What follows belongs to an exercise in optimizing a design on an open flow for a short achievable clock period and few clock cycles; a production flow would make more cautious choices. Function was checked by simulation only, so behaviour that the tests miss may differ from the original. The flow treats the clock pin as an ideal source. Dropping or thinning the clock tree relies on that and would not hold on a real chip. No activity file was given, so power comes from the tool's default toggle rates.

Setup of 06-03:
## MIPS
module MIPS (
	clock,
	reset,
	imem_addr,
	imem_data,
	dmem_addr,
	dmem_wdata,
	dmem_we,
	dmem_rdata
);
input         clock;
input         reset;
output [31:0] imem_addr;
input  [31:0] imem_data;
output [31:0] dmem_addr;
output [31:0] dmem_wdata;
output        dmem_we;
input  [31:0] dmem_rdata;
reg [31:0] pc;
reg [31:0] fetch_addr;         
reg        btb_valid;          
reg [31:0] btb_pc, btb_tgt;
reg        id_valid;
reg [31:0] id_ir;
reg [31:0] id_pc;
reg [31:0] id_pc1;             
reg        id_btb;             
reg        id_btb_ok;          
reg [31:0] id_rs_oh, id_rt_oh;  
reg        f_ex_rs, f_ex_rt;    
reg        f_mem_rs, f_mem_rt;  
reg        f_wb_rs, f_wb_rt;    
reg        f_ldhit;             
reg        f_brhit;             
reg        ex_valid;
reg [31:0] ex_a, ex_b, ex_t, ex_pc1, ex_tgt;
reg [4:0]  ex_sa;
reg [4:0]  ex_dest;
reg        ex_writes, ex_ovf_chk, ex_load, ex_store, ex_fastcmp;
reg [31:0] ex_zp, ex_zo;
reg        ex_eq;              
reg        ex_sub, ex_sh_right, ex_sh_arith, ex_sh_var;
reg        ex_sel_add, ex_sel_and, ex_sel_or, ex_sel_xor, ex_sel_nor, ex_sel_sh,
           ex_sel_slt, ex_sel_sltu, ex_sel_link;
reg        ex_br, ex_br_eq, ex_br_ne, ex_br_neg, ex_br_pos, ex_jr, ex_pred;
reg        ex_fa_mem, ex_fb_mem, ex_ft_mem;
reg        mem_we_r;           
reg [4:0]  mem_dest;
reg        mem_load;
reg [31:0] mem_res;
reg        st_we;
reg [31:0] st_addr, st_data;
reg        wb_we;
reg [4:0]  wb_dest;
reg [31:0] wb_val;
wire [4:0] id_rs = id_ir[25:21];
wire [4:0] id_rt = id_ir[20:16];
  ...
Size: roughly 6400 cells after synthesis, roughly 160 I/O pins, about 78000 µm² of cells after synthesis.
export LEC_CHECK = 0
export ABC_CLOCK_PERIOD_IN_PS = 3000
export CAP_MARGIN = 20
export CORE_MARGIN = 2
export CORE_UTILIZATION = 50
export PLACE_DENSITY = 0.62
export SLEW_MARGIN = 20
create_clock -name core_clock -period 14.0 [get_ports {clock}]
standard.sh (not shown) runs the stock make flow with config.mk's settings and CLKGATE_MAP_FILE= SYNTH_SCRIPT=/design/flow/synth_recipe.tcl, a recipe that flattens the netlist after the stock synthesis.
==> flow/flow/run.sh <==
#!/bin/bash
# Standard ORFS layout (the standard.sh, unchanged synthesis), with
#  - the resizer asked to keep a setup margin well beyond the default, so that
#    it keeps optimising paths that already meet the 14 ns clock;
#  - a two-level clock tree built by flow/pre_cts.tcl in place of TritonCTS.
set -uo pipefail
MARGIN=$(cat flow/margin.txt 2>/dev/null || echo 10)
bash standard.sh SETUP_SLACK_MARGIN=$MARGIN PRE_CTS_TCL=$PWD/flow/pre_cts.tcl finish > flow_standard.log 2>&1
Other scripts of this flow, unchanged in this note and not shown: flow/flow/margin.txt, flow/flow/mytree.tcl, flow/flow/pre_cts.tcl
06-03 finished end to end and its layout was clean on timing, DRC and antenna.
Testbench counts of 06-03, summed over its fixed seeds: cycles 27,785.
What 10-24 does differently from 06-03 at the input level:
# 06-03
export LEC_CHECK = 0
export ABC_CLOCK_PERIOD_IN_PS = 3000
export CAP_MARGIN = 20
export CORE_MARGIN = 2
export CORE_UTILIZATION = 50
export PLACE_DENSITY = 0.62
export SLEW_MARGIN = 20
create_clock -name core_clock -period 14.0 [get_ports {clock}]
# 10-24
export LEC_CHECK = 0
export ABC_CLOCK_PERIOD_IN_PS = 3000
export CAP_MARGIN = 20
export CORE_MARGIN = 2
export CORE_UTILIZATION = 42
export PLACE_DENSITY = 0.55
export SLEW_MARGIN = 20
create_clock -name core_clock -period 14.0 [get_ports {clock}]
Findings:
On fraction of the cycle the final worst path needs: between 06-03 and 10-24, it ends up lower for 06-03. Switching share of total power sits higher in 10-24 than in 06-03. 10-24 against 06-03: final total power grew by 0.00012 W, die area +30000 µm², largest net degree at the start of global routing fell 32%, fraction of area in registers fell by 0.58 points.
No run of this note takes its clock network from TritonCTS; it comes from the design's own scripts or RTL.

[re-timing with driven ports]
The results above use ideal ports. As a check the final layouts listed here were re-extracted and re-timed, cells and wires unchanged.
Step 1 sets driving cells, clkbuf_16 on the clock port and buf_2 on the other inputs (assumed; they add their load-dependent delay and slew).
Step 2 adds t to the input delays and takes it off the output delays; t is the mean of the earliest and latest rising clock arrival at the registers after step 1. Input paths then give back, and output paths get back, about the clock's delay inside the block.
Three values: no drivers, after step 1, after step 2; two values: the first two.
| run | t, ns | slack for setup (ns) | pins driven straight from the clock port |
|---|---|---|---|
| 06-03 | 0.682 | 10.087 / 9.992 / 9.615 | 4 |
| 10-24 | 0.694 | 10.049 / 9.957 / 9.603 | 4 |
After both steps setup and hold are still met in every run listed. The setup slack of 06-03, which loses most, moves by -0.095 ns with the drivers and by -0.472 ns with both steps.
